This design comes from an exercise in tuning for small area and a short achievable clock period on the open sky130 flow, not from production work.
The RTL was checked by simulation tests, not by an equivalence proof against the original design.
Power figures rest on the tool's default switching activity, not on a simulated workload.

==> flow/design.v <==
module mac(input clk, input rst, input [15:0] x, input [15:0] y, output [31:0] acc);
reg r0_0;
reg r1_0;
reg r2_0;
reg r3_0;
reg r4_0;
reg r5_0;
reg r6_0;
reg r6_1;
reg r7_0;
reg r7_1;
reg r8_0;
reg r8_1;
reg r9_0;
reg r9_1;
reg r10_0;
reg r10_1;
reg r11_0;
reg r11_1;
reg r12_0;
reg r12_1;
reg r13_0;
reg r13_1;
reg r14_0;
reg r14_1;
reg r15_0;
reg r15_1;
reg r16_0;
reg r16_1;
reg r17_0;
reg r17_1;
reg r18_0;
reg r18_1;
reg r19_0;
reg r19_1;
reg r20_0;
reg r20_1;
reg r21_0;
reg r21_1;
reg r22_0;
reg r22_1;
reg r23_0;
reg r23_1;
reg r24_0;
reg r24_1;
reg r25_0;
reg r25_1;
reg r26_0;
reg r26_1;
reg r27_0;
reg r27_1;
reg r28_0;
reg r28_1;
reg r29_0;
reg r29_1;
reg r30_0;
reg r30_1;
reg r31_0;
reg rci;
wire p1;
wire p2;
wire p3;
wire p4;
wire p5;
wire p6;
wire p7;
wire p8;
wire p9;
wire p10;
wire p11;
wire p12;
wire p13;
wire p14;
wire p15;
wire p16;
wire p17;
wire p18;
wire p19;
wire p20;
wire p21;
wire p22;
wire p23;
wire p24;
wire p25;
wire p26;
wire p27;
wire p28;
wire p29;
wire p30;
wire p31;
wire p32;
wire p33;
wire p34;
wire p35;
wire p36;
wire p37;
wire p38;
wire p39;
wire p40;
wire p41;
wire p42;
wire p43;
wire p44;
wire p45;
wire p46;
wire p47;
wire p48;
wire p49;
wire p50;
wire p51;
wire p52;
wire p53;
wire p54;
wire p55;
wire p56;
wire p57;
wire p58;
wire p59;
wire p60;
wire p61;
wire p62;
wire p63;
wire p64;
wire p65;
wire p66;
wire p67;
wire p68;
wire p69;
wire p70;
wire p71;
wire p72;
wire p73;
wire p74;
wire p75;
wire p76;
wire p77;
wire p78;
wire p79;
wire p80;
wire p81;
wire p82;
wire p83;
wire p84;
wire p85;
wire p86;
wire p87;
wire p88;
wire p89;
wire p90;
wire p91;
wire p92;
wire p93;
wire p94;
wire p95;
wire p96;
wire p97;
wire p98;
wire p99;
wire p100;
wire p101;
wire p102;
wire p103;
wire p104;
wire p105;
wire p106;
wire p107;
wire p108;
wire p109;
wire p110;
wire p111;
wire p112;
wire p113;
wire p114;
wire p115;
wire p116;
wire p117;
wire p118;
wire p119;
wire p120;
wire p121;
wire p122;
wire p123;
wire p124;
wire p125;
wire p126;
wire p127;
wire p128;
wire p129;
wire p130;
wire p131;
wire p132;
wire p133;
wire p134;
wire p135;
wire p136;
wire p137;
wire p138;
wire p139;
wire p140;
wire p141;
wire p142;
wire p143;
wire p144;
wire p145;
wire p146;
wire p147;
wire p148;
wire p149;
wire p150;
wire p151;
wire p152;
wire p153;
wire p154;
wire p155;
wire p156;
wire p157;
wire p158;
wire p159;
wire p160;
wire p161;
wire p162;
wire p163;
wire p164;
wire p165;
wire p166;
wire p167;
wire p168;
wire p169;
wire p170;
wire p171;
wire p172;
wire p173;
wire p174;
wire p175;
wire p176;
wire p177;
wire p178;
wire p179;
wire p180;
wire p181;
wire p182;
wire p183;
wire p184;
wire p185;
wire p186;
wire p187;
wire p188;
wire p189;
wire p190;
wire p191;
wire p192;
wire p193;
wire p194;
wire p195;
wire p196;
wire p197;
wire p198;
wire p199;
wire p200;
wire p201;
wire p202;
wire p203;
wire p204;
wire p205;
wire p206;
wire p207;
wire p208;
wire p209;
wire p210;
wire p211;
wire p212;
wire p213;
wire p214;
wire p215;
wire p216;
wire p217;
wire p218;
wire p219;
wire p220;
wire p221;
wire p222;
wire p223;
wire p224;
wire p225;
wire p226;
wire p227;
wire p228;
wire p229;
wire p230;
wire p231;
wire p232;
wire p233;
wire p234;
wire p235;
wire p236;
wire p237;
wire p238;
wire p239;
wire p240;
wire p241;
wire p242;
wire p243;
wire p244;
wire p245;
wire p246;
wire p247;
wire p248;
wire p249;
wire p250;
wire p251;
wire p252;
wire p253;
wire p254;
wire p255;
wire p256;
wire s257;
wire c258;
wire s259;
wire c260;
wire s261;
wire c262;
wire s263;
wire c264;
wire s265;
wire c266;
wire s267;
wire c268;
wire s269;
wire c270;
wire s271;
wire c272;
wire s273;
wire c274;
wire s275;
wire c276;
wire s277;
wire c278;
wire s279;
wire c280;
wire s281;
wire c282;
wire s283;
wire c284;
wire s285;
wire c286;
wire s287;
wire c288;
wire s289;
wire c290;
wire s291;
wire c292;
wire s293;
wire c294;
wire s295;
wire c296;
wire s297;
wire c298;
wire s299;
wire c300;
wire s301;
wire c302;
wire s303;
wire c304;
wire s305;
wire c306;
wire s307;
wire c308;
wire s309;
wire c310;
wire s311;
wire c312;
wire s313;
wire c314;
wire s315;
wire c316;
wire s317;
wire c318;
wire s319;
wire c320;
wire s321;
wire c322;
wire s323;
wire c324;
wire s325;
wire c326;
wire s327;
wire c328;
wire s329;
wire c330;
wire s331;
wire c332;
wire s333;
wire c334;
wire s335;
wire c336;
wire s337;
wire c338;
wire s339;
wire c340;
wire s341;
wire c342;
wire s343;
wire c344;
wire s345;
wire c346;
wire s347;
wire c348;
wire s349;
wire c350;
wire s351;
wire c352;
wire s353;
wire c354;
wire s355;
wire c356;
wire s357;
wire c358;
wire s359;
wire c360;
wire s361;
wire c362;
wire s363;
wire c364;
wire s365;
wire c366;
wire s367;
wire c368;
wire s369;
wire c370;
wire s371;
wire c372;
wire s373;
wire c374;
wire s375;
wire c376;
wire s377;
wire c378;
wire s379;
wire c380;
wire s381;
wire c382;
wire s383;
wire c384;
wire s385;
wire c386;
wire s387;
wire c388;
wire s389;
wire c390;
wire s391;
wire c392;
wire s393;
wire c394;
wire s395;
wire c396;
wire s397;
wire c398;
wire s399;
wire c400;
wire s401;
wire c402;
wire s403;
wire c404;
wire s405;
wire c406;
wire s407;
wire c408;
wire s409;
wire c410;
wire s411;
wire c412;
wire s413;
wire c414;
wire s415;
wire c416;
wire s417;
wire c418;
wire s419;
wire c420;
wire s421;
wire c422;
wire s423;
wire c424;
wire s425;
wire c426;
wire s427;
wire c428;
wire s429;
wire c430;
wire s431;
wire c432;
wire s433;
wire c434;
wire s435;
wire c436;
wire s437;
wire c438;
wire s439;
wire c440;
wire s441;
wire c442;
wire s443;
wire c444;
wire s445;
wire c446;
wire s447;
wire c448;
wire s449;
wire c450;
wire s451;
wire c452;
wire s453;
wire c454;
wire s455;
wire c456;
wire s457;
wire c458;
wire s459;
wire c460;
wire s461;
wire c462;
wire s463;
wire c464;
wire s465;
wire c466;
wire s467;
wire c468;
wire s469;
wire c470;
wire s471;
wire c472;
wire s473;
wire c474;
wire s475;
wire c476;
wire s477;
wire c478;
wire s479;
wire c480;
wire s481;
wire c482;
wire s483;
wire c484;
wire s485;
wire c486;
wire s487;
wire c488;
wire s489;
wire c490;
wire s491;
wire c492;
wire s493;
wire c494;
wire s495;
wire c496;
wire s497;
wire c498;
wire s499;
wire c500;
wire s501;
wire c502;
wire s503;
wire c504;
wire s505;
wire c506;
wire s507;
wire c508;
wire s509;
wire c510;
wire s511;
wire c512;
wire s513;
wire c514;
wire s515;
wire c516;
wire s517;
wire c518;
wire s519;
wire c520;
wire s521;
wire c522;
wire s523;
wire c524;
wire s525;
wire c526;
wire s527;
wire c528;
wire s529;
wire c530;
wire s531;
wire c532;
wire s533;
wire c534;
wire s535;
wire c536;
wire s537;
wire c538;
wire s539;
wire c540;
wire s541;
wire c542;
wire s543;
wire c544;
wire s545;
wire c546;
wire s547;
wire c548;
wire s549;
wire c550;
wire s551;
wire c552;
wire s553;
wire c554;
wire s555;
wire c556;
wire s557;
wire c558;
wire s559;
wire c560;
wire s561;
wire c562;
wire s563;
wire c564;
wire s565;
wire c566;
wire s567;
wire c568;
wire s569;
wire c570;
wire s571;
wire c572;
wire s573;
wire c574;
wire s575;
wire c576;
wire s577;
wire c578;
wire s579;
wire c580;
wire s581;
wire c582;
wire s583;
wire c584;
wire s585;
wire c586;
wire s587;
wire c588;
wire s589;
wire c590;
wire s591;
wire c592;
wire s593;
wire c594;
wire s595;
wire c596;
wire s597;
wire c598;
wire s599;
wire c600;
wire s601;
wire c602;
wire s603;
wire c604;
wire s605;
wire c606;
wire s607;
wire c608;
wire s609;
wire c610;
wire s611;
wire c612;
wire s613;
wire c614;
wire s615;
wire c616;
wire s617;
wire c618;
wire s619;
wire c620;
wire s621;
wire c622;
wire s623;
wire c624;
wire s625;
wire c626;
wire s627;
wire c628;
wire s629;
wire c630;
wire s631;
wire c632;
wire s633;
wire c634;
wire s635;
wire c636;
wire s637;
wire c638;
wire s639;
wire c640;
wire s641;
wire c642;
wire s643;
wire c644;
wire s645;
wire c646;
wire s647;
wire c648;
wire s649;
wire c650;
wire s651;
wire c652;
wire s653;
wire c654;
wire s655;
wire c656;
wire s657;
wire c658;
wire s659;
wire c660;
wire s661;
wire c662;
wire s663;
wire c664;
wire s665;
wire c666;
wire s667;
wire c668;
wire s669;
wire c670;
wire s671;
wire c672;
wire s673;
wire c674;
wire s675;
wire c676;
wire s677;
wire c678;
wire s679;
wire c680;
wire s681;
wire c682;
wire s683;
wire c684;
wire s685;
wire c686;
wire s687;
wire c688;
wire s689;
wire c690;
wire s691;
wire c692;
wire s693;
wire c694;
wire s695;
wire c696;
wire s697;
wire c698;
wire s699;
wire c700;
wire s701;
wire c702;
wire s703;
wire c704;
wire s705;
wire c706;
wire s707;
wire c708;
wire s709;
wire c710;
wire s711;
wire c712;
wire s713;
wire c714;
wire s715;
wire c716;
wire s717;
wire c718;
wire s719;
wire c720;
wire s721;
wire c722;
wire s723;
wire c724;
wire s725;
wire c726;
wire s727;
wire c728;
wire s729;
wire c730;
wire s731;
wire c732;
wire s733;
wire c734;
wire s735;
wire c736;
wire s737;
wire c738;
wire s739;
wire c740;
wire s741;
wire c742;
wire s743;
wire c744;
wire s745;
wire c746;
wire s747;
wire c748;
wire s749;
wire c750;
wire s751;
wire c752;
wire s753;
wire c754;
wire s755;
wire c756;
wire s757;
wire c758;
wire s759;
wire c760;
wire s761;
wire c762;
wire s763;
wire c764;
wire s765;
wire c766;
wire s767;
wire c768;
wire s769;
wire c770;
wire s771;
wire c772;
wire s773;
wire c774;
wire s775;
wire c776;
wire s777;
wire c778;
wire s779;
wire c780;
wire s781;
wire c782;
wire s783;
wire c784;
wire s785;
wire c786;
wire s787;
wire c788;
wire s789;
wire c790;
wire s791;
wire c792;
wire s793;
wire c794;
wire s795;
wire c796;
wire s797;
wire c798;
wire s799;
wire c800;
wire s801;
wire c802;
wire x803;
wire x804;
wire [15:0] xg = x;
wire r0_0_f = ~r0_0;
wire r1_0_f = ~r1_0;
wire r2_0_f = ~r2_0;
wire r3_0_f = ~r3_0;
wire r4_0_f = ~r4_0;
wire r5_0_f = ~r5_0;
wire r6_0_f = ~r6_0;
wire r6_1_f = ~r6_1;
wire r7_0_f = ~r7_0;
wire r7_1_f = ~r7_1;
wire r8_0_f = ~r8_0;
wire r8_1_f = ~r8_1;
wire r9_0_f = ~r9_0;
wire r9_1_f = ~r9_1;
wire r10_0_f = ~r10_0;
wire r10_1_f = ~r10_1;
wire r11_0_f = ~r11_0;
wire r11_1_f = ~r11_1;
wire r12_0_f = ~r12_0;
wire r12_1_f = ~r12_1;
wire r13_0_f = ~r13_0;
wire r13_1_f = ~r13_1;
wire r14_0_f = ~r14_0;
wire r14_1_f = ~r14_1;
wire r15_0_f = ~r15_0;
wire r15_1_f = ~r15_1;
wire r16_0_f = ~r16_0;
wire r16_1_f = ~r16_1;
wire r17_0_f = ~r17_0;
wire r17_1_f = ~r17_1;
wire r18_0_f = ~r18_0;
wire r18_1_f = ~r18_1;
wire r19_0_f = ~r19_0;
wire r19_1_f = ~r19_1;
wire r20_0_f = ~r20_0;
wire r20_1_f = ~r20_1;
wire r21_0_f = ~r21_0;
wire r21_1_f = ~r21_1;
wire r22_0_f = ~r22_0;
wire r22_1_f = ~r22_1;
wire r23_0_f = ~r23_0;
wire r23_1_f = ~r23_1;
wire r24_0_f = ~r24_0;
wire r24_1_f = ~r24_1;
wire r25_0_f = ~r25_0;
wire r25_1_f = ~r25_1;
wire r26_0_f = ~r26_0;
wire r26_1_f = ~r26_1;
wire r27_0_f = ~r27_0;
wire r27_1_f = ~r27_1;
wire r28_0_f = ~r28_0;
wire r28_1_f = ~r28_1;
wire r29_0_f = ~r29_0;
wire r29_1_f = ~r29_1;
wire r30_0_f = ~r30_0;
wire r30_1_f = ~r30_1;
wire r31_0_f = ~r31_0;
wire rci_f = ~rci;
assign p1 = ~(xg[0] & y[0]);
assign p2 = ~(xg[0] & y[1]);
assign p3 = ~(xg[0] & y[2]);
assign p4 = ~(xg[0] & y[3]);
assign p5 = ~(xg[0] & y[4]);
assign p6 = ~(xg[0] & y[5]);
assign p7 = ~(xg[0] & y[6]);
assign p8 = ~(xg[0] & y[7]);
assign p9 = ~(xg[0] & y[8]);
assign p10 = ~(xg[0] & y[9]);
assign p11 = ~(xg[0] & y[10]);
assign p12 = ~(xg[0] & y[11]);
assign p13 = ~(xg[0] & y[12]);
assign p14 = ~(xg[0] & y[13]);
assign p15 = ~(xg[0] & y[14]);
assign p16 = ~(xg[0] & y[15]);
assign p17 = ~(xg[1] & y[0]);
assign p18 = ~(xg[1] & y[1]);
assign p19 = ~(xg[1] & y[2]);
assign p20 = ~(xg[1] & y[3]);
assign p21 = ~(xg[1] & y[4]);
assign p22 = ~(xg[1] & y[5]);
assign p23 = ~(xg[1] & y[6]);
assign p24 = ~(xg[1] & y[7]);
assign p25 = ~(xg[1] & y[8]);
assign p26 = ~(xg[1] & y[9]);
assign p27 = ~(xg[1] & y[10]);
assign p28 = ~(xg[1] & y[11]);
assign p29 = ~(xg[1] & y[12]);
assign p30 = ~(xg[1] & y[13]);
assign p31 = ~(xg[1] & y[14]);
assign p32 = ~(xg[1] & y[15]);
assign p33 = ~(xg[2] & y[0]);
assign p34 = ~(xg[2] & y[1]);
assign p35 = ~(xg[2] & y[2]);
assign p36 = ~(xg[2] & y[3]);
assign p37 = ~(xg[2] & y[4]);
assign p38 = ~(xg[2] & y[5]);
assign p39 = ~(xg[2] & y[6]);
assign p40 = ~(xg[2] & y[7]);
assign p41 = ~(xg[2] & y[8]);
assign p42 = ~(xg[2] & y[9]);
assign p43 = ~(xg[2] & y[10]);
assign p44 = ~(xg[2] & y[11]);
assign p45 = ~(xg[2] & y[12]);
assign p46 = ~(xg[2] & y[13]);
assign p47 = ~(xg[2] & y[14]);
assign p48 = ~(xg[2] & y[15]);
assign p49 = ~(xg[3] & y[0]);
assign p50 = ~(xg[3] & y[1]);
assign p51 = ~(xg[3] & y[2]);
assign p52 = ~(xg[3] & y[3]);
assign p53 = ~(xg[3] & y[4]);
assign p54 = ~(xg[3] & y[5]);
assign p55 = ~(xg[3] & y[6]);
assign p56 = ~(xg[3] & y[7]);
assign p57 = ~(xg[3] & y[8]);
assign p58 = ~(xg[3] & y[9]);
assign p59 = ~(xg[3] & y[10]);
assign p60 = ~(xg[3] & y[11]);
assign p61 = ~(xg[3] & y[12]);
assign p62 = ~(xg[3] & y[13]);
assign p63 = ~(xg[3] & y[14]);
assign p64 = ~(xg[3] & y[15]);
assign p65 = ~(xg[4] & y[0]);
assign p66 = ~(xg[4] & y[1]);
assign p67 = ~(xg[4] & y[2]);
assign p68 = ~(xg[4] & y[3]);
assign p69 = ~(xg[4] & y[4]);
assign p70 = ~(xg[4] & y[5]);
assign p71 = ~(xg[4] & y[6]);
assign p72 = ~(xg[4] & y[7]);
assign p73 = ~(xg[4] & y[8]);
assign p74 = ~(xg[4] & y[9]);
assign p75 = ~(xg[4] & y[10]);
assign p76 = ~(xg[4] & y[11]);
assign p77 = ~(xg[4] & y[12]);
assign p78 = ~(xg[4] & y[13]);
assign p79 = ~(xg[4] & y[14]);
assign p80 = ~(xg[4] & y[15]);
assign p81 = ~(xg[5] & y[0]);
assign p82 = ~(xg[5] & y[1]);
assign p83 = ~(xg[5] & y[2]);
assign p84 = ~(xg[5] & y[3]);
assign p85 = ~(xg[5] & y[4]);
assign p86 = ~(xg[5] & y[5]);
assign p87 = ~(xg[5] & y[6]);
assign p88 = ~(xg[5] & y[7]);
assign p89 = ~(xg[5] & y[8]);
assign p90 = ~(xg[5] & y[9]);
assign p91 = ~(xg[5] & y[10]);
assign p92 = ~(xg[5] & y[11]);
assign p93 = ~(xg[5] & y[12]);
assign p94 = ~(xg[5] & y[13]);
assign p95 = ~(xg[5] & y[14]);
assign p96 = ~(xg[5] & y[15]);
assign p97 = ~(xg[6] & y[0]);
assign p98 = ~(xg[6] & y[1]);
assign p99 = ~(xg[6] & y[2]);
assign p100 = ~(xg[6] & y[3]);
assign p101 = ~(xg[6] & y[4]);
assign p102 = ~(xg[6] & y[5]);
assign p103 = ~(xg[6] & y[6]);
assign p104 = ~(xg[6] & y[7]);
assign p105 = ~(xg[6] & y[8]);
assign p106 = ~(xg[6] & y[9]);
assign p107 = ~(xg[6] & y[10]);
assign p108 = ~(xg[6] & y[11]);
assign p109 = ~(xg[6] & y[12]);
assign p110 = ~(xg[6] & y[13]);
assign p111 = ~(xg[6] & y[14]);
assign p112 = ~(xg[6] & y[15]);
assign p113 = ~(xg[7] & y[0]);
assign p114 = ~(xg[7] & y[1]);
assign p115 = ~(xg[7] & y[2]);
assign p116 = ~(xg[7] & y[3]);
assign p117 = ~(xg[7] & y[4]);
assign p118 = ~(xg[7] & y[5]);
assign p119 = ~(xg[7] & y[6]);
assign p120 = ~(xg[7] & y[7]);
assign p121 = ~(xg[7] & y[8]);
assign p122 = ~(xg[7] & y[9]);
assign p123 = ~(xg[7] & y[10]);
assign p124 = ~(xg[7] & y[11]);
assign p125 = ~(xg[7] & y[12]);
assign p126 = ~(xg[7] & y[13]);
assign p127 = ~(xg[7] & y[14]);
assign p128 = ~(xg[7] & y[15]);
assign p129 = ~(xg[8] & y[0]);
assign p130 = ~(xg[8] & y[1]);
assign p131 = ~(xg[8] & y[2]);
assign p132 = ~(xg[8] & y[3]);
assign p133 = ~(xg[8] & y[4]);
assign p134 = ~(xg[8] & y[5]);
assign p135 = ~(xg[8] & y[6]);
assign p136 = ~(xg[8] & y[7]);
assign p137 = ~(xg[8] & y[8]);
assign p138 = ~(xg[8] & y[9]);
assign p139 = ~(xg[8] & y[10]);
assign p140 = ~(xg[8] & y[11]);
assign p141 = ~(xg[8] & y[12]);
assign p142 = ~(xg[8] & y[13]);
assign p143 = ~(xg[8] & y[14]);
assign p144 = ~(xg[8] & y[15]);
assign p145 = ~(xg[9] & y[0]);
assign p146 = ~(xg[9] & y[1]);
assign p147 = ~(xg[9] & y[2]);
assign p148 = ~(xg[9] & y[3]);
assign p149 = ~(xg[9] & y[4]);
assign p150 = ~(xg[9] & y[5]);
assign p151 = ~(xg[9] & y[6]);
assign p152 = ~(xg[9] & y[7]);
assign p153 = ~(xg[9] & y[8]);
assign p154 = ~(xg[9] & y[9]);
assign p155 = ~(xg[9] & y[10]);
assign p156 = ~(xg[9] & y[11]);
assign p157 = ~(xg[9] & y[12]);
assign p158 = ~(xg[9] & y[13]);
assign p159 = ~(xg[9] & y[14]);
assign p160 = ~(xg[9] & y[15]);
assign p161 = ~(xg[10] & y[0]);
assign p162 = ~(xg[10] & y[1]);
assign p163 = ~(xg[10] & y[2]);
assign p164 = ~(xg[10] & y[3]);
assign p165 = ~(xg[10] & y[4]);
assign p166 = ~(xg[10] & y[5]);
assign p167 = ~(xg[10] & y[6]);
assign p168 = ~(xg[10] & y[7]);
assign p169 = ~(xg[10] & y[8]);
assign p170 = ~(xg[10] & y[9]);
assign p171 = ~(xg[10] & y[10]);
assign p172 = ~(xg[10] & y[11]);
assign p173 = ~(xg[10] & y[12]);
assign p174 = ~(xg[10] & y[13]);
assign p175 = ~(xg[10] & y[14]);
assign p176 = ~(xg[10] & y[15]);
assign p177 = ~(xg[11] & y[0]);
assign p178 = ~(xg[11] & y[1]);
assign p179 = ~(xg[11] & y[2]);
assign p180 = ~(xg[11] & y[3]);
assign p181 = ~(xg[11] & y[4]);
assign p182 = ~(xg[11] & y[5]);
assign p183 = ~(xg[11] & y[6]);
assign p184 = ~(xg[11] & y[7]);
assign p185 = ~(xg[11] & y[8]);
assign p186 = ~(xg[11] & y[9]);
assign p187 = ~(xg[11] & y[10]);
assign p188 = ~(xg[11] & y[11]);
assign p189 = ~(xg[11] & y[12]);
assign p190 = ~(xg[11] & y[13]);
assign p191 = ~(xg[11] & y[14]);
assign p192 = ~(xg[11] & y[15]);
assign p193 = ~(xg[12] & y[0]);
assign p194 = ~(xg[12] & y[1]);
assign p195 = ~(xg[12] & y[2]);
assign p196 = ~(xg[12] & y[3]);
assign p197 = ~(xg[12] & y[4]);
assign p198 = ~(xg[12] & y[5]);
assign p199 = ~(xg[12] & y[6]);
assign p200 = ~(xg[12] & y[7]);
assign p201 = ~(xg[12] & y[8]);
assign p202 = ~(xg[12] & y[9]);
assign p203 = ~(xg[12] & y[10]);
assign p204 = ~(xg[12] & y[11]);
assign p205 = ~(xg[12] & y[12]);
assign p206 = ~(xg[12] & y[13]);
assign p207 = ~(xg[12] & y[14]);
assign p208 = ~(xg[12] & y[15]);
assign p209 = ~(xg[13] & y[0]);
assign p210 = ~(xg[13] & y[1]);
assign p211 = ~(xg[13] & y[2]);
assign p212 = ~(xg[13] & y[3]);
assign p213 = ~(xg[13] & y[4]);
assign p214 = ~(xg[13] & y[5]);
assign p215 = ~(xg[13] & y[6]);
assign p216 = ~(xg[13] & y[7]);
assign p217 = ~(xg[13] & y[8]);
assign p218 = ~(xg[13] & y[9]);
assign p219 = ~(xg[13] & y[10]);
assign p220 = ~(xg[13] & y[11]);
assign p221 = ~(xg[13] & y[12]);
assign p222 = ~(xg[13] & y[13]);
assign p223 = ~(xg[13] & y[14]);
assign p224 = ~(xg[13] & y[15]);
assign p225 = ~(xg[14] & y[0]);
assign p226 = ~(xg[14] & y[1]);
assign p227 = ~(xg[14] & y[2]);
assign p228 = ~(xg[14] & y[3]);
assign p229 = ~(xg[14] & y[4]);
assign p230 = ~(xg[14] & y[5]);
assign p231 = ~(xg[14] & y[6]);
assign p232 = ~(xg[14] & y[7]);
assign p233 = ~(xg[14] & y[8]);
assign p234 = ~(xg[14] & y[9]);
assign p235 = ~(xg[14] & y[10]);
assign p236 = ~(xg[14] & y[11]);
assign p237 = ~(xg[14] & y[12]);
assign p238 = ~(xg[14] & y[13]);
assign p239 = ~(xg[14] & y[14]);
assign p240 = ~(xg[14] & y[15]);
assign p241 = ~(xg[15] & y[0]);
assign p242 = ~(xg[15] & y[1]);
assign p243 = ~(xg[15] & y[2]);
assign p244 = ~(xg[15] & y[3]);
assign p245 = ~(xg[15] & y[4]);
assign p246 = ~(xg[15] & y[5]);
assign p247 = ~(xg[15] & y[6]);
assign p248 = ~(xg[15] & y[7]);
assign p249 = ~(xg[15] & y[8]);
assign p250 = ~(xg[15] & y[9]);
assign p251 = ~(xg[15] & y[10]);
assign p252 = ~(xg[15] & y[11]);
assign p253 = ~(xg[15] & y[12]);
assign p254 = ~(xg[15] & y[13]);
assign p255 = ~(xg[15] & y[14]);
assign p256 = ~(xg[15] & y[15]);
fa us257 (r0_0_f, p1, 1'b1, s257, c258);
fa us259 (r1_0_f, p17, p2, s259, c260);
fa us261 (c258, s259, 1'b1, s261, c262);
fa us263 (r2_0_f, p18, p3, s263, c264);
fa us265 (p33, c260, s263, s265, c266);
fa us267 (c262, s265, 1'b1, s267, c268);
fa us269 (r3_0_f, p19, p34, s269, c270);
fa us271 (p4, p49, c264, s271, c272);
fa us273 (s269, c266, s271, s273, c274);
fa us275 (c268, s273, 1'b1, s275, c276);
fa us277 (r4_0_f, p20, p35, s277, c278);
fa us279 (p5, p50, p65, s279, c280);
fa us281 (c270, s277, s279, s281, c282);
fa us283 (c272, s281, c274, s283, c284);
fa us285 (c276, s283, 1'b1, s285, c286);
fa us287 (r5_0_f, p21, p36, s287, c288);
fa us289 (p51, p6, p66, s289, c290);
fa us291 (p81, c278, c280, s291, c292);
fa us293 (s287, s289, c282, s293, c294);
fa us295 (s291, s293, c284, s295, c296);
fa us297 (c286, s295, 1'b1, s297, c298);
fa us299 (r6_0_f, r6_1_f, rci_f, s299, c300);
fa us301 (r11_0_f, r11_1_f, 1'b1, s301, c302);
fa us303 (r12_0_f, r12_1_f, p103, s303, c304);
fa us305 (p118, p13, 1'b1, s305, c306);
fa us307 (r13_0_f, r13_1_f, p104, s307, c308);
fa us309 (p119, p134, p14, s309, c310);
fa us311 (p149, p164, 1'b1, s311, c312);
fa us313 (r14_0_f, r14_1_f, p105, s313, c314);
fa us315 (p120, p135, p15, s315, c316);
fa us317 (p150, p165, p180, s317, c318);
fa us319 (p195, p210, 1'b1, s319, c320);
fa us321 (r15_0_f, r15_1_f, p106, s321, c322);
fa us323 (p121, p136, p151, s323, c324);
fa us325 (p16, p166, p181, s325, c326);
fa us327 (p196, p211, p226, s327, c328);
fa us329 (p241, p31, 1'b1, s329, c330);
fa us331 (r16_0_f, r16_1_f, p107, s331, c332);
fa us333 (p122, p137, p152, s333, c334);
fa us335 (p167, p182, p197, s335, c336);
fa us337 (p212, p227, p242, s337, c338);
fa us339 (p32, p47, 1'b1, s339, c340);
fa us341 (r17_0_f, r17_1_f, p108, s341, c342);
fa us343 (p123, p138, p153, s343, c344);
fa us345 (p168, p183, p198, s345, c346);
fa us347 (p213, p228, p243, s347, c348);
fa us349 (r18_0_f, r18_1_f, p109, s349, c350);
fa us351 (p124, p139, p154, s351, c352);
fa us353 (p169, p184, p199, s353, c354);
fa us355 (r19_0_f, r19_1_f, p110, s355, c356);
fa us357 (p125, p140, p155, s357, c358);
fa us359 (r20_0_f, r20_1_f, p111, s359, c360);
fa us361 (s299, p22, p37, s361, c362);
fa us363 (p52, p67, p7, s363, c364);
fa us365 (r7_0_f, r7_1_f, c300, s365, c366);
fa us367 (p113, p23, p38, s367, c368);
fa us369 (r8_0_f, r8_1_f, p114, s369, c370);
fa us371 (p129, p24, p39, s371, c372);
fa us373 (r9_0_f, r9_1_f, p10, s373, c374);
fa us375 (p100, p115, p130, s375, c376);
fa us377 (p145, p25, 1'b1, s377, c378);
fa us379 (r10_0_f, r10_1_f, p101, s379, c380);
fa us381 (p11, p116, p131, s381, c382);
fa us383 (p146, p161, p26, s383, c384);
fa us385 (p41, p56, 1'b1, s385, c386);
fa us387 (s301, p102, p117, s387, c388);
fa us389 (p12, p132, p147, s389, c390);
fa us391 (p162, p177, p27, s391, c392);
fa us393 (p42, p57, p72, s393, c394);
fa us395 (c302, p133, p148, s395, c396);
fa us397 (p163, p178, p193, s397, c398);
fa us399 (p28, p43, p58, s399, c400);
fa us401 (p73, p88, s303, s401, c402);
fa us403 (p179, p194, p209, s403, c404);
fa us405 (p29, p44, p59, s405, c406);
fa us407 (p74, p89, c304, s407, c408);
fa us409 (c306, s307, s309, s409, c410);
fa us411 (p225, p30, p45, s411, c412);
fa us413 (p60, p75, p90, s413, c414);
fa us415 (c308, c310, c312, s415, c416);
fa us417 (s313, s315, s317, s417, c418);
fa us419 (p46, p61, p76, s419, c420);
fa us421 (p91, c314, c316, s421, c422);
fa us423 (c318, c320, s321, s423, c424);
fa us425 (s323, s325, s327, s425, c426);
fa us427 (p62, p77, p92, s427, c428);
fa us429 (c322, c324, c326, s429, c430);
fa us431 (c328, c330, s331, s431, c432);
fa us433 (s333, s335, s337, s433, c434);
fa us435 (p48, p63, p78, s435, c436);
fa us437 (p93, c332, c334, s437, c438);
fa us439 (c336, c338, c340, s439, c440);
fa us441 (s341, s343, s345, s441, c442);
fa us443 (p214, p229, p244, s443, c444);
fa us445 (p64, p79, p94, s445, c446);
fa us447 (c342, c344, c346, s447, c448);
fa us449 (c348, s349, s351, s449, c450);
fa us451 (p170, p185, p200, s451, c452);
fa us453 (p215, p230, p245, s453, c454);
fa us455 (p80, p95, c350, s455, c456);
fa us457 (c352, c354, s355, s457, c458);
fa us459 (p126, p141, p156, s459, c460);
fa us461 (p171, p186, p201, s461, c462);
fa us463 (p216, p231, p246, s463, c464);
fa us465 (p96, c356, c358, s465, c466);
fa us467 (r21_0_f, r21_1_f, p112, s467, c468);
fa us469 (p127, p142, p157, s469, c470);
fa us471 (p172, p187, p202, s471, c472);
fa us473 (p217, p232, p247, s473, c474);
fa us475 (r22_0_f, r22_1_f, p128, s475, c476);
fa us477 (p143, p158, p173, s477, c478);
fa us479 (p188, p203, p218, s479, c480);
fa us481 (r23_0_f, r23_1_f, p144, s481, c482);
fa us483 (p159, p174, p189, s483, c484);
fa us485 (r24_0_f, r24_1_f, p160, s485, c486);
fa us487 (p82, p97, c288, s487, c488);
fa us489 (c290, s361, 1'b1, s489, c490);
fa us491 (s365, p53, p68, s491, c492);
fa us493 (p8, p83, p98, s493, c494);
fa us495 (c362, c364, 1'b1, s495, c496);
fa us497 (c366, p54, p69, s497, c498);
fa us499 (p84, p9, p99, s499, c500);
fa us501 (c368, s369, s371, s501, c502);
fa us503 (p40, p55, p70, s503, c504);
fa us505 (p85, c370, c372, s505, c506);
fa us507 (s373, s375, s377, s507, c508);
fa us509 (p71, p86, c374, s509, c510);
fa us511 (c376, c378, s379, s511, c512);
fa us513 (s381, s383, s385, s513, c514);
fa us515 (p87, c380, c382, s515, c516);
fa us517 (c384, c386, s387, s517, c518);
fa us519 (s389, s391, s393, s519, c520);
fa us521 (c388, c390, c392, s521, c522);
fa us523 (c394, s305, s395, s523, c524);
fa us525 (s397, s399, s401, s525, c526);
fa us527 (c396, c398, c400, s527, c528);
fa us529 (s311, s403, s405, s529, c530);
fa us531 (c402, s407, s409, s531, c532);
fa us533 (c404, c406, s319, s533, c534);
fa us535 (s411, s413, c408, s535, c536);
fa us537 (c410, s415, s417, s537, c538);
fa us539 (c412, c414, s329, s539, c540);
fa us541 (s419, c416, c418, s541, c542);
fa us543 (s421, s423, s425, s543, c544);
fa us545 (c420, s339, s427, s545, c546);
fa us547 (c422, c424, c426, s547, c548);
fa us549 (s429, s431, s433, s549, c550);
fa us551 (c428, s347, s435, s551, c552);
fa us553 (c430, c432, c434, s553, c554);
fa us555 (s437, s439, s441, s555, c556);
fa us557 (c436, s353, s443, s557, c558);
fa us559 (s445, c438, c440, s559, c560);
fa us561 (c442, s447, s449, s561, c562);
fa us563 (c444, c446, s357, s563, c564);
fa us565 (s451, s453, c448, s565, c566);
fa us567 (c450, s455, s457, s567, c568);
fa us569 (c452, c454, s359, s569, c570);
fa us571 (s459, s461, s463, s571, c572);
fa us573 (c456, c458, s465, s573, c574);
fa us575 (c360, c460, c462, s575, c576);
fa us577 (c464, s467, s469, s577, c578);
fa us579 (s471, s473, c466, s579, c580);
fa us581 (p233, p248, c468, s581, c582);
fa us583 (c470, c472, c474, s583, c584);
fa us585 (s475, s477, s479, s585, c586);
fa us587 (p204, p219, p234, s587, c588);
fa us589 (p249, c476, c478, s589, c590);
fa us591 (c480, s481, s483, s591, c592);
fa us593 (p175, p190, p205, s593, c594);
fa us595 (p220, p235, p250, s595, c596);
fa us597 (c482, c484, s485, s597, c598);
fa us599 (r25_0_f, r25_1_f, p176, s599, c600);
fa us601 (p191, p206, p221, s601, c602);
fa us603 (p236, p251, c486, s603, c604);
fa us605 (r26_0_f, r26_1_f, p192, s605, c606);
fa us607 (p207, p222, p237, s607, c608);
fa us609 (r27_0_f, r27_1_f, p208, s609, c610);
fa us611 (s363, c292, s487, s611, c612);
fa us613 (s367, s491, s493, s613, c614);
fa us615 (c488, c490, 1'b1, s615, c616);
fa us617 (c492, c494, s497, s617, c618);
fa us619 (s499, c496, s501, s619, c620);
fa us621 (c498, c500, s503, s621, c622);
fa us623 (c502, s505, s507, s623, c624);
fa us625 (c504, c506, c508, s625, c626);
fa us627 (s509, s511, s513, s627, c628);
fa us629 (c510, c512, c514, s629, c630);
fa us631 (s515, s517, s519, s631, c632);
fa us633 (c516, c518, c520, s633, c634);
fa us635 (s521, s523, s525, s635, c636);
fa us637 (c522, c524, s527, s637, c638);
fa us639 (s529, c526, s531, s639, c640);
fa us641 (c528, c530, s533, s641, c642);
fa us643 (s535, c532, s537, s643, c644);
fa us645 (c534, s539, c536, s645, c646);
fa us647 (c538, s541, s543, s647, c648);
fa us649 (c540, s545, c542, s649, c650);
fa us651 (c544, s547, s549, s651, c652);
fa us653 (c546, s551, c548, s653, c654);
fa us655 (c550, s553, s555, s655, c656);
fa us657 (c552, s557, c554, s657, c658);
fa us659 (s559, c556, s561, s659, c660);
fa us661 (c558, s563, c560, s661, c662);
fa us663 (s565, c562, s567, s663, c664);
fa us665 (c564, s569, s571, s665, c666);
fa us667 (c566, c568, s573, s667, c668);
fa us669 (c570, c572, s575, s669, c670);
fa us671 (s577, c574, s579, s671, c672);
fa us673 (c576, c578, s581, s673, c674);
fa us675 (s583, s585, c580, s675, c676);
fa us677 (s587, c582, c584, s677, c678);
fa us679 (c586, s589, s591, s679, c680);
fa us681 (c588, s593, s595, s681, c682);
fa us683 (c590, c592, s597, s683, c684);
fa us685 (c594, c596, s599, s685, c686);
fa us687 (s601, c598, s603, s687, c688);
fa us689 (p252, c600, c602, s689, c690);
fa us691 (s605, s607, c604, s691, c692);
fa us693 (p223, p238, p253, s693, c694);
fa us695 (c606, c608, s609, s695, c696);
fa us697 (r28_0_f, r28_1_f, p224, s697, c698);
fa us699 (p239, p254, c610, s699, c700);
fa us701 (r29_0_f, r29_1_f, p240, s701, c702);
fa us703 (s489, c294, 1'b1, s703, c704);
fa us705 (s495, s613, c612, s705, c706);
fa us707 (c614, s617, c616, s707, c708);
fa us709 (c618, s621, c620, s709, c710);
fa us711 (c622, c624, s625, s711, c712);
fa us713 (c626, c628, s629, s713, c714);
fa us715 (c630, c632, s633, s715, c716);
fa us717 (c634, s637, c636, s717, c718);
fa us719 (c638, s641, c640, s719, c720);
fa us721 (c642, s645, c644, s721, c722);
fa us723 (c646, s649, c648, s723, c724);
fa us725 (c650, s653, c652, s725, c726);
fa us727 (c654, s657, c656, s727, c728);
fa us729 (c658, s661, c660, s729, c730);
fa us731 (s665, c662, c664, s731, c732);
fa us733 (c666, s669, c668, s733, c734);
fa us735 (c670, s673, c672, s735, c736);
fa us737 (c674, s677, s679, s737, c738);
fa us739 (s681, c678, c680, s739, c740);
fa us741 (c682, s685, c684, s741, c742);
fa us743 (c686, s689, c688, s743, c744);
fa us745 (s693, c690, s695, s745, c746);
fa us747 (c694, s697, c696, s747, c748);
fa us749 (p255, c698, s701, s749, c750);
fa us751 (r30_0_f, r30_1_f, p256, s751, c752);
fa us753 (s611, s703, 1'b1, s753, c754);
fa us755 (s615, c704, s705, s755, c756);
fa us757 (s619, c706, s707, s757, c758);
fa us759 (s623, c708, s709, s759, c760);
fa us761 (s627, c710, s711, s761, c762);
fa us763 (s631, c712, s713, s763, c764);
fa us765 (c714, s715, s635, s765, c766);
fa us767 (c716, s639, s717, s767, c768);
fa us769 (s643, c718, s719, s769, c770);
fa us771 (s647, c720, s721, s771, c772);
fa us773 (s651, c722, s723, s773, c774);
fa us775 (s655, c724, s725, s775, c776);
fa us777 (s659, c726, s727, s777, c778);
fa us779 (s663, c728, s729, s779, c780);
fa us781 (s667, c730, s731, s781, c782);
fa us783 (s671, c732, s733, s783, c784);
fa us785 (s675, c734, s735, s785, c786);
fa us787 (c676, s737, c736, s787, c788);
fa us789 (s683, c738, s739, s789, c790);
fa us791 (s687, c740, s741, s791, c792);
fa us793 (s691, c742, s743, s793, c794);
fa us795 (c692, s745, c744, s795, c796);
fa us797 (s699, c746, s747, s797, c798);
fa us799 (c700, s749, c748, s799, c800);
fa us801 (c702, s751, c750, s801, c802);
assign x803 = ~(r31_0_f ^ c752);
assign x804 = ~(x803 ^ c802);
always @(posedge clk) begin
  r0_0 <= ~(rst | s257);
  r1_0 <= ~(rst | s261);
  r2_0 <= ~(rst | s267);
  r3_0 <= ~(rst | s275);
  r4_0 <= ~(rst | s285);
  r5_0 <= ~(rst | s297);
  r6_0 <= ~(rst | c296);
  r6_1 <= ~(rst | s753);
  r7_0 <= ~(rst | c754);
  r7_1 <= ~(rst | s755);
  r8_0 <= ~(rst | c756);
  r8_1 <= ~(rst | s757);
  r9_0 <= ~(rst | c758);
  r9_1 <= ~(rst | s759);
  r10_0 <= ~(rst | c760);
  r10_1 <= ~(rst | s761);
  r11_0 <= ~(rst | c762);
  r11_1 <= ~(rst | s763);
  r12_0 <= ~(rst | c764);
  r12_1 <= ~(rst | s765);
  r13_0 <= ~(rst | c766);
  r13_1 <= ~(rst | s767);
  r14_0 <= ~(rst | c768);
  r14_1 <= ~(rst | s769);
  r15_0 <= ~(rst | c770);
  r15_1 <= ~(rst | s771);
  r16_0 <= ~(rst | c772);
  r16_1 <= ~(rst | s773);
  r17_0 <= ~(rst | c774);
  r17_1 <= ~(rst | s775);
  r18_0 <= ~(rst | c776);
  r18_1 <= ~(rst | s777);
  r19_0 <= ~(rst | c778);
  r19_1 <= ~(rst | s779);
  r20_0 <= ~(rst | c780);
  r20_1 <= ~(rst | s781);
  r21_0 <= ~(rst | c782);
  r21_1 <= ~(rst | s783);
  r22_0 <= ~(rst | c784);
  r22_1 <= ~(rst | s785);
  r23_0 <= ~(rst | c786);
  r23_1 <= ~(rst | s787);
  r24_0 <= ~(rst | s789);
  r24_1 <= ~(rst | c788);
  r25_0 <= ~(rst | c790);
  r25_1 <= ~(rst | s791);
  r26_0 <= ~(rst | c792);
  r26_1 <= ~(rst | s793);
  r27_0 <= ~(rst | c794);
  r27_1 <= ~(rst | s795);
  r28_0 <= ~(rst | s797);
  r28_1 <= ~(rst | c796);
  r29_0 <= ~(rst | c798);
  r29_1 <= ~(rst | s799);
  r30_0 <= ~(rst | s801);
  r30_1 <= ~(rst | c800);
  r31_0 <= ~(rst | x804);
  rci <= ~(rst | c298);
end
assign acc[0] = r0_0;
assign acc[1] = r1_0;
assign acc[2] = r2_0;
assign acc[3] = r3_0;
assign acc[4] = r4_0;
assign acc[5] = r5_0;
wire [25:0] ra = {r31_0, r30_0, r29_0, r28_0, r27_0, r26_0, r25_0, r24_0, r23_0, r22_0, r21_0, r20_0, r19_0, r18_0, r17_0, r16_0, r15_0, r14_0, r13_0, r12_0, r11_0, r10_0, r9_0, r8_0, r7_0, r6_0};
wire [25:0] rb = {1'b0, r30_1, r29_1, r28_1, r27_1, r26_1, r25_1, r24_1, r23_1, r22_1, r21_1, r20_1, r19_1, r18_1, r17_1, r16_1, r15_1, r14_1, r13_1, r12_1, r11_1, r10_1, r9_1, r8_1, r7_1, r6_1};
addn u_add (ra, rb, rci, acc[31:6]);
endmodule
module addn(input [25:0] a, input [25:0] b, input ci, output [25:0] s);
wire [25:0] g, p, c;
pgen u_pg (a, b, g, p);
pfx u_pfx (g, p, ci, c);
assign s = p ^ c;
endmodule
module pgen(input [25:0] a, input [25:0] b, output [25:0] g, output [25:0] p);
assign g = a & b;
assign p = a ^ b;
endmodule
module pfx(input [25:0] g, input [25:0] p, input ci, output [25:0] c);
wire gc0 = g[0] | (p[0] & ci);
wire G1 = g[1] | (p[1] & gc0);
wire G2 = g[3] | (p[3] & g[2]);
wire P2 = p[3] & p[2];
wire G3 = g[5] | (p[5] & g[4]);
wire P3 = p[5] & p[4];
wire G4 = g[7] | (p[7] & g[6]);
wire P4 = p[7] & p[6];
wire G5 = g[9] | (p[9] & g[8]);
wire P5 = p[9] & p[8];
wire G6 = g[11] | (p[11] & g[10]);
wire P6 = p[11] & p[10];
wire G7 = g[13] | (p[13] & g[12]);
wire P7 = p[13] & p[12];
wire G8 = g[15] | (p[15] & g[14]);
wire P8 = p[15] & p[14];
wire G9 = g[17] | (p[17] & g[16]);
wire P9 = p[17] & p[16];
wire G10 = g[19] | (p[19] & g[18]);
wire P10 = p[19] & p[18];
wire G11 = g[21] | (p[21] & g[20]);
wire P11 = p[21] & p[20];
wire G12 = g[23] | (p[23] & g[22]);
wire P12 = p[23] & p[22];
wire G13 = g[25] | (p[25] & g[24]);
wire P13 = p[25] & p[24];
wire G14 = g[2] | (p[2] & G1);
wire G15 = G2 | (P2 & G1);
wire G16 = g[6] | (p[6] & G3);
wire P16 = p[6] & P3;
wire G17 = G4 | (P4 & G3);
wire P17 = P4 & P3;
wire G18 = g[10] | (p[10] & G5);
wire P18 = p[10] & P5;
wire G19 = G6 | (P6 & G5);
wire P19 = P6 & P5;
wire G20 = g[14] | (p[14] & G7);
wire P20 = p[14] & P7;
wire G21 = G8 | (P8 & G7);
wire P21 = P8 & P7;
wire G22 = g[18] | (p[18] & G9);
wire P22 = p[18] & P9;
wire G23 = G10 | (P10 & G9);
wire P23 = P10 & P9;
wire G24 = g[22] | (p[22] & G11);
wire P24 = p[22] & P11;
wire G25 = G12 | (P12 & G11);
wire P25 = P12 & P11;
wire G26 = g[4] | (p[4] & G15);
wire G27 = G3 | (P3 & G15);
wire G28 = G16 | (P16 & G15);
wire G29 = G17 | (P17 & G15);
wire G30 = g[12] | (p[12] & G19);
wire P30 = p[12] & P19;
wire G31 = G7 | (P7 & G19);
wire P31 = P7 & P19;
wire G32 = G20 | (P20 & G19);
wire P32 = P20 & P19;
wire G33 = G21 | (P21 & G19);
wire P33 = P21 & P19;
wire G34 = g[20] | (p[20] & G23);
wire P34 = p[20] & P23;
wire G35 = G11 | (P11 & G23);
wire P35 = P11 & P23;
wire G36 = G24 | (P24 & G23);
wire P36 = P24 & P23;
wire G37 = G25 | (P25 & G23);
wire P37 = P25 & P23;
wire G38 = g[8] | (p[8] & G29);
wire G39 = G5 | (P5 & G29);
wire G40 = G18 | (P18 & G29);
wire G41 = G19 | (P19 & G29);
wire G42 = G30 | (P30 & G29);
wire G43 = G31 | (P31 & G29);
wire G44 = G32 | (P32 & G29);
wire G45 = G33 | (P33 & G29);
wire G46 = g[24] | (p[24] & G37);
wire P46 = p[24] & P37;
wire G47 = G13 | (P13 & G37);
wire P47 = P13 & P37;
wire G48 = g[16] | (p[16] & G45);
wire G49 = G9 | (P9 & G45);
wire G50 = G22 | (P22 & G45);
wire G51 = G23 | (P23 & G45);
wire G52 = G34 | (P34 & G45);
wire G53 = G35 | (P35 & G45);
wire G54 = G36 | (P36 & G45);
wire G55 = G37 | (P37 & G45);
wire G56 = G46 | (P46 & G45);
wire G57 = G47 | (P47 & G45);
assign c[0] = ci;
assign c[1] = gc0;
assign c[2] = G1;
assign c[3] = G14;
assign c[4] = G15;
assign c[5] = G26;
assign c[6] = G27;
assign c[7] = G28;
assign c[8] = G29;
assign c[9] = G38;
assign c[10] = G39;
assign c[11] = G40;
assign c[12] = G41;
assign c[13] = G42;
assign c[14] = G43;
assign c[15] = G44;
assign c[16] = G45;
assign c[17] = G48;
assign c[18] = G49;
assign c[19] = G50;
assign c[20] = G51;
assign c[21] = G52;
assign c[22] = G53;
assign c[23] = G54;
assign c[24] = G55;
assign c[25] = G56;
endmodule
module fa(input a, input b, input c, output s, output co);
assign s = a ^ b ^ c;
assign co = (a & b) | (a & c) | (b & c);
endmodule
==> flow/flow/run.sh <==
#!/bin/bash
# Layout: the standard ORFS flow (standard.sh, standard synthesis), with
#  - timing repair aimed at a setup slack of flow/margin ns, so the resizer
#    works on the real critical paths even though the clock period is loose
#    (no gate cloning, so each port keeps exactly one buffer),
#  - the standard port buffering (every port gets its own buffer), with the
#    buffer cell in flow/portbuf,
#  - a clock tree without dummy balancing loads, extra CTS options in flow/cts.
# standard.log here holds make's output; ORFS's own logs are in orfs/logs.
set -euo pipefail
M=$(cat flow/margin)
PB=$(cat flow/portbuf)
CTS_EXTRA=$(cat flow/cts 2>/dev/null || true)
cat >> config.mk <<EOC
export SETUP_SLACK_MARGIN = $M
export SKIP_GATE_CLONING = 1
export BUFFER_PORTS_ARGS = -buffer_cell $PB
export CTS_ARGS = -sink_clustering_enable -repair_clock_nets -dont_use_dummy_load $CTS_EXTRA
EOC
bash standard.sh > standard.log 2>&1
==> flow/flow/cts <==

==> flow/flow/margin <==
11.5
==> flow/flow/portbuf <==
sky130_fd_sc_hd__buf_1
==> flow/standard.sh <==
#!/bin/bash
# synth_recipe.tcl (not shown) runs the flow's synth.tcl, then flattens the netlist and writes it again
# the make line also repeats each setting of config.mk as NAME=value (left out here)
make -C /OpenROAD-flow-scripts/flow DESIGN_CONFIG=/design/flow/config.mk WORK_HOME=/design/flow/orfs CLKGATE_MAP_FILE= SYNTH_SCRIPT=/design/flow/synth_recipe.tcl "${@:-finish}"
==> flow/config.mk <==
export PLATFORM = sky130hd
export DESIGN_NAME = mac
export DESIGN_NICKNAME = mac
export VERILOG_FILES = /design/flow/design.v
export SDC_FILE = /design/flow/constraint.sdc
export NUM_CORES = 4
export LEC_CHECK = 0
export CAP_MARGIN = 20
export CORE_MARGIN = 2
export CORE_UTILIZATION = 40
export SLEW_MARGIN = 20
export SYNTH_HIERARCHICAL = 1
export SYNTH_MINIMUM_KEEP_SIZE = 0
export SETUP_SLACK_MARGIN = 11.5
export SKIP_GATE_CLONING = 1
export BUFFER_PORTS_ARGS = -buffer_cell sky130_fd_sc_hd__buf_1
export CTS_ARGS = -sink_clustering_enable -repair_clock_nets -dont_use_dummy_load 
==> flow/constraint.sdc <==
create_clock -name core_clock -period 18.0 [get_ports {clk}]
set_input_delay 3.6000 -clock core_clock [delete_from_list [all_inputs] [get_ports {clk}]]
set_output_delay 3.6000 -clock core_clock [all_outputs]
set_load 0.01 [all_outputs]
==> summary.md, run 1 <==
| Metric | Value |
|---|---|
| Tcrit/Tclk final | 0.365 |
| Worst-skew pair later-pin latency | 350 ps |
| CTS tree | done |
| Most common flop cell mapped by yosys | dfxtp_1 |
| Die Span Y | 159 um |
| Die ar. | 25300 um2 |
| CP top delay family | adder cells |
| Maximum VDD drop | 0.0791 mV |
| Syn Area/Cell | 10.4 um2 |
| Setup TNS | 0 ps |
| Crit path launch type | primary input |
| Grt total ovfl | 0 |
| CP max-delay cell | fa_2 |
| First-pass GRT wire length | 40100 um |
| Vias in the first global route | 7271 |
| DR WL/cell | 19.5 um |
| MaxCap Viol Count | 0 |
| Core ar. | 23500 um2 |
| Initial core utilization | 0.409 |
| Worst-Margin Slew | 664 ps |
| Max-slew violation count | 0 |
| Unique masters post-synth | 34 |
| Global Route Usage Sum | 0.208 |
| Synthesized instance count | 923 |
| Worst stage delay on the critical path | 580 ps |
| Router iterations before antenna repair | 5 |
| Status | complete, no violations |
| Final hold viol count | 0 |
| Final setup margin | 11430 ps |
| Initial antenna violation count | 2 |
| CTS max path bufs | 2 |
| CTS Sinks | 58 |
| DIE WIDTH | 159 um |
| Post-layout min period | 6570 ps |
| CP Cell Sequence | buf_2 -> buf_12 -> buf_4 -> nand2_1 -> fa_2 -> fa_2 -> fa_1 -> fa_2 -> fa_1 -> fa_2 -> nor2_1 |
| Final core occ | 0.464 |
| GP Congestion | 0.859 |
| Yosys warnings | 7 |
| Synthesized cell area | 9630 um2 |
| Relative slew slack | 0.557 |
| Final Setup Violations | 0 |
| Clock skew | 10.7 ps |
| Power per cell area | 169 nW/um2 |
| Area delta synth->final | 13.4% |
| Wirelength, routed | 25000 um |
| Fin nets | 1297 |
| Min-Delay Path Class | flop to flop |
| WS Path Type | primary input to flop |
| Pre-CTS WS | 10360 ps |
| EDFF count, synth | 0 |
| Lkg Pwr | 4.21 nW |
| Std-Cell Rows | 56 |
| Highest net fanout along the worst path | 6 |
| ANT nets after route | 0 |
| Avg Vias per Cell | 5.06 |
| WP data arrival | 6780 ps |
| Top cells by count, synth | fa_1 (273), nand2_1 (261), inv_1 (59), nor2_1 (59), dfxtp_1 (58) |
| Register area share after synthesis | 0.121 |
| Most frequent cell on the critical path | fa_2 |
| Via count | 6488 |
| Port Buffers | 65 |
| Synth area leaders | fa_1 (57%), dfxtp_1 (12%), nand2_1 (10%) |
| Pin count of the biggest net entering global routing | 59 |
| CP Buf/Inv Count | 3 |
| Share of layout cells above drive strength 1 | 0.185 |
| Required time of the worst setup path | 18210 ps |
| Final Power | 1.85 mW |
| HPWL Detailed | 18700 um |
| Root Driver | clkbuf_16 |
| Synth Register Bits | 58 |
| Clk slew on worst S/H paths | 50 ps |
| Total CTS buffers | 9 |
| # hold bufs at CTS | 0 |
| DRC | 0 |
| Top-count cell post-synth | fa_1 |
| Post-synth ARST share | 0 |
| CTS HTree Levels | 3 |
| Cell taking the most area after synthesis | fa_1 |
| Area share of the largest cell type after synthesis | 0.567 |
| IO Pins | 66 |
| RSZ-0062 raised after global routing | yes |
| Fmax | 152 MHz |
| Worst setup EP type | flop |
| DRT iter0 DRCs | 414 |
[metal layers]
metal / global-route usage / part of all wire / vias to the layer above
met1: 0.273 / 0.40 / 3421
met2: 0.346 / 0.50 / 248
met3: 0.0451 / 0.071 / 43
met5: 0 / 0.00064 / -
li1: - / - / 2774
met4: 0.0702 / 0.029 / 2
[where the power goes]
| group | internal (mW) | switching, mW | leakage, nW | total, mW |
|---|---|---|---|---|
| logic | 0.697 | 0.780 | 3.62 | 1.48 |
| clock network | 0.0871 | 0.0576 | 0.111 | 0.145 |
| registers | 0.195 | 0.0296 | 0.482 | 0.225 |
[stage by stage]
stage	area [um2]	instances	hold slack, ps
after floorplan	10200	941	598
after global placement	9970	1234	612
after detailed placement	9970	1234	627
after CTS	10700	1269	637
after global routing	10900	1281	681
final	10900	1282	633
[timing repair]
action,4_1_cts,5_1_grt
setup buffers,26,12
resized for setup,133,42
pin swaps,11,19
setup endpoints to repair,54,23
[worst reg2reg max path: stages, from the launching register on]
cell and delay [ps]:
dfxtp_1 330, inv_1 60, fa_1 520, fa_1 590, fa_2 450, fa_1 420
fa_1 460, fa_2 580, nor2_1 40
[placed cells by master, fill, tap and decap left out, drive strengths merged, types with 2 or more instances in the layout]
cell,n
a31o,3
ha,26
inv,59
nand2,261
a21o,20
xor2,26
conb,20
fa,273
o21a,3
o21ai,4
a21oi,9
buf,113
nor2,59
nand4,5
clkbuf,10
dfxtp,58
nand2b,2
[layout make-up]
type / count / area [um2]
fillers: 2251 / 12600
clock buffers: 9 / 225
well taps: 319 / 399
repair buffers: 114 / 893
flip-flops and latches: 58 / 1160
diodes: 1 / 2.50
multi-input cells: 722 / 8020
inverters: 59 / 221
[logic make-up (layout without fill, tap and decap cells)]
| logic type | count (synthesis) | in the layout | share of synthesized area |
|---|---|---|---|
| other | 2 | 21 | 0.000780 |
| flip-flops | 58 | 58 | 0.121 |
| XOR/XNOR | 27 | 27 | 0.0260 |
| adder cells (fa/ha/maj) | 299 | 299 | 0.601 |
| buffers and inverters | 161 | 182 | 0.0859 |
| AO/OA/AOI/OAI | 46 | 46 | 0.0339 |
| AND/OR/NAND/NOR | 330 | 330 | 0.132 |
[path summary, 6_finish.rpt]
kind	from	endpoint	slack, ps	cells after the start
max	y[12]	r14_1$_DFF_P_	11430	11
min	r31_0$_DFF_P_	r31_0$_DFF_P_	630	2
max reg2reg	r11_0$_DFF_P_	r13_1$_DFF_P_	14430	8
min reg2reg	r31_0$_DFF_P_	r31_0$_DFF_P_	630	2
[Yosys stat by module, one instance, submodules excluded]
module / cells / copies in the design / flops+latches / cell area, um2
pfx: 90 / 1 / 0 / 619
fa: 1 / 273 / 0 / 20.0
mac: 508 / 1 / 58 / 2990
pgen: 26 / 1 / 0 / 325
addn: 26 / 1 / 0 / 228
==> inputs of run 2 (changes only) <==
==> flow/flow/margin (replaced) <==
11.0
--- a/flow/config.mk
+++ b/flow/config.mk
@@ -12,5 +12,5 @@
 export SYNTH_HIERARCHICAL = 1
 export SYNTH_MINIMUM_KEEP_SIZE = 0
-export SETUP_SLACK_MARGIN = 11.5
+export SETUP_SLACK_MARGIN = 11.0
 export SKIP_GATE_CLONING = 1
 export BUFFER_PORTS_ARGS = -buffer_cell sky130_fd_sc_hd__buf_1
==> run 2 against run 1 <==
Net effect: die area unchanged; maximum frequency is 4.8% lower; largest power group unchanged; still clean on timing, DRC and antenna; power decreased by 6.1%; worst hold slack improved by 3.8 ps; routed wire length fell by 5.9%; sequential power about the same; synthesized cell count unchanged; clock power barely moved; critical path depth down 2; flip-flop and latch count unchanged; critical endpoint is now r17_1$_DFF_P_; non-clock buffer count decreased by 42.
==> summary.md, run 2 <==
| Metric | Value |
|---|---|
| Register area share after synthesis | 0.121 |
| RSZ-0062 raised after global routing | no |
| Synthesized cell area | 9630 um2 |
| Post-synth ARST share | 0 |
| Relative slew slack | 0.290 |
| Synthesized instance count | 923 |
| Commonest cells after routing, fill and taps aside | fa_1 (273), nand2_1 (261), nor2_1 (59), inv_1 (59), dfxtp_1 (58) |
| CP Cell Sequence | clkdlybuf4s18_2 -> nand2_1 -> fa_1 -> fa_1 -> fa_1 -> fa_1 -> fa_1 -> fa_1 -> nor2_1 |
| Max-slew violation count | 0 |
| CP top delay family | adder cells |
| CP Buf/Inv Count | 1 |
| Fin nets | 1255 |
| Most common flop cell mapped by yosys | dfxtp_1 |
| Die Span Y | 159 um |
| Commonest non-fill, non-tap cell in the layout | fa_1 |
| Clk slew on worst S/H paths | 50 ps |
| DIE WIDTH | 159 um |
| CTS tree | done |
| Yosys warnings | 7 |
| DR WL/cell | 19.0 um |
| Pin count of the biggest net entering global routing | 59 |
| Unique masters post-synth | 34 |
| CP max-delay cell | fa_1 |
| Most frequent cell on the critical path | fa_1 |
| Die ar. | 25300 um2 |
| DRC | 0 |
| MaxCap Viol Count | 0 |
| Final Cell Area | 10100 um2 |
| Highest net fanout along the worst path | 16 |
| Crit path launch type | primary input |
| EDFF count, synth | 0 |
| Setup TNS | 0 ps |
| Total CTS buffers | 9 |
| Finished Layout Cells | 1240 |
| Min-Delay Path Class | flop to flop |
| Dpl cell area | 9790 um2 |
| Status | complete, no violations |
| Initial antenna violation count | 1 |
| Synth Area in Adders | 0.601 |
| IO Pins | 66 |
| ANT nets after route | 0 |
| Grt total ovfl | 0 |
| Final hold viol count | 0 |
| Area occupied by multi-input gates | 7720 um2 |
| Worst-skew pair later-pin latency | 340 ps |
| First-pass GRT wire length | 39400 um |
| Fmax | 145 MHz |
| Worst setup EP type | flop |
| Setup bufs post-CTS | 0 |
| Post-synthesis xor/xnor area fraction | 0.0260 |
| CTS Sinks | 58 |
| Maximum VDD drop | 0.101 mV |
| Share of layout cells above drive strength 1 | 0.0489 |
| Syn Area/Cell | 10.4 um2 |
| Clock skew | 11.6 ps |
| Area share of the largest cell type after synthesis | 0.567 |
| Tcrit/Tclk final | 0.384 |
| Final Setup Violations | 0 |
| Power per cell area | 172 nW/um2 |
| Lkg Pwr | 3.93 nW |
| CTS HTree Levels | 3 |
| WP data arrival | 7110 ps |
| HPWL Detailed | 18100 um |
| Top-count cell post-synth | fa_1 |
| Core ar. | 23500 um2 |
| Router iterations before antenna repair | 4 |
| Filler instances | 2322 |
| Via count | 6307 |
| DRT iter0 DRCs | 372 |
| Vias in the first global route | 7208 |
| Main combinational cell family by area after synthesis | adder cells |
| CTS max path bufs | 2 |
| Global Route Usage Sum | 0.204 |
| Cell taking the most area after synthesis | fa_1 |
| WS Path Type | primary input to flop |
| GP Congestion | 0.860 |
| Root Driver | clkbuf_16 |
| Initial core utilization | 0.409 |
| Std-Cell Rows | 56 |
| Register Area | 1160 um2 |
| Multiplexer share of the synthesized area | 0 |
| Wirelength, routed | 23500 um |
| Worst stage delay on the critical path | 580 ps |
| Synth Area in Compound Gates | 0.0339 |
| Placed cells | 1230 |
| Synth area leaders | fa_1 (57%), dfxtp_1 (12%), nand2_1 (10%) |
| Avg Vias per Cell | 5.09 |
| Port Buffers | 65 |
| Required time of the worst setup path | 18200 ps |
| Post-layout min period | 6900 ps |
| Worst-Margin Slew | 1070 ps |
| Area delta synth->final | 4.88% |
| Synth Register Bits | 58 |
| Top cells by count, synth | fa_1 (273), nand2_1 (261), inv_1 (59), nor2_1 (59), dfxtp_1 (58) |
| Post-synthesis simple-gate area fraction | 0.132 |
-- run 2: cell families after synthesis --
kind of cell / Yosys count
and+or+nand+nor: 330
adders and majority gates: 299
buffers and inverters: 161
DFF: 58
AOI/OAI and AO/OA: 46
xor gates and xnor gates: 27
other: 2
-- run 2: layer usage --
layer  share of wire  routed length, um  global-route usage
met5               0                  0                   0
met4           0.025                586              0.0640
met3           0.056               1310              0.0425
met2            0.50              11700               0.338
met1            0.42               9880               0.271
-- run 2: cell type report --
class | instances | area share
antenna | 1 | 0.000248
clock buffer | 9 | 0.0223
inverter | 59 | 0.0219
multi-input combinational | 722 | 0.764
sequential | 58 | 0.115
tap | 319 | 0.0395
timing repair buffer | 72 | 0.0373
-- run 2: worst paths after layout --
| path | from | to | slack (ps) | cells past startpoint |
|---|---|---|---|---|
| hold reg to reg | r31_0$_DFF_P_ | r31_0$_DFF_P_ | 640 | 2 |
| setup reg to reg | r11_0$_DFF_P_ | r12_1$_DFF_P_ | 14450 | 8 |
| setup / recovery | x[9] | r17_1$_DFF_P_ | 11100 | 9 |
| hold / removal | r31_0$_DFF_P_ | r31_0$_DFF_P_ | 640 | 2 |
-- run 2: Yosys stat by module (local to each module, per instance) --
module	flip-flops and latches	cell area [um2]	copies in the design
mac	58	2990	1
pfx	0	619	1
pgen	0	325	1
addn	0	228	1
fa	0	20.0	273
-- run 2: worst register-to-register path, delay by kind of cell, from the launching register on --
kind,cells,cell delay (ps)
and+or+nand+nor,1,40
adders and majority gates,6,2980
DFF,1,330
buffers and inverters,1,70
-- run 2: power breakdown --
part           switching, mW  internal (mW)
Combinational          0.744          0.624
Sequential            0.0286          0.195
Clock                 0.0548         0.0869
Total                  0.828          0.906
-- run 2: metrics by stage --
step | power, mW | hold slack [ps] | setup WS [ps] | util
2_1_floorplan | 1.31 | 598 | 11040 | -
3_3_place_gp | 1.60 | 622 | 10390 | 0.416
3_5_place_dp | 1.61 | 633 | 10360 | 0.416
4_1_cts | 1.77 | 642 | 11030 | 0.431
5_1_grt | 2.00 | 648 | 11000 | 0.429
6_report | 1.73 | 636 | 11100 | 0.429
-- run 2: timing repair --
action | in CTS | in global routing
hold buffers | 0 | 0
setup endpoints to repair | 23 | 12
pin swaps | 0 | 0
resized for setup | 39 | 20

-- afterwards: timing with drivers on the ports --
In the flow no input, the clock included, has a driving cell. The finished layouts below were timed again as built, in two steps. Step 1: set_driving_cell puts a clkbuf_16 on clk and a buf_2 on each other input, an assumption about the parent block. Step 2 also shifts input and output timing later by t, the mid clock arrival at the registers, as if the neighbouring blocks saw the same clock. Slacks: no drivers / after step 1 / after step 2; pairs: no drivers / after step 1.
run	t, ns	setup WS [ns]	worst hold slack (ns)	worst setup path at the end
run 1	0.388	11.425 / 11.440 / 11.053	0.633 / 0.633 / 0.633	input to register
run 2	0.383	11.095 / 11.099 / 10.716	0.636 / 0.636 / 0.636	input to register
After both steps every run listed still meets setup and hold. For run 2, which loses most, drivers alone change the setup slack by +0.004 ns; drivers and shift together by -0.379 ns.
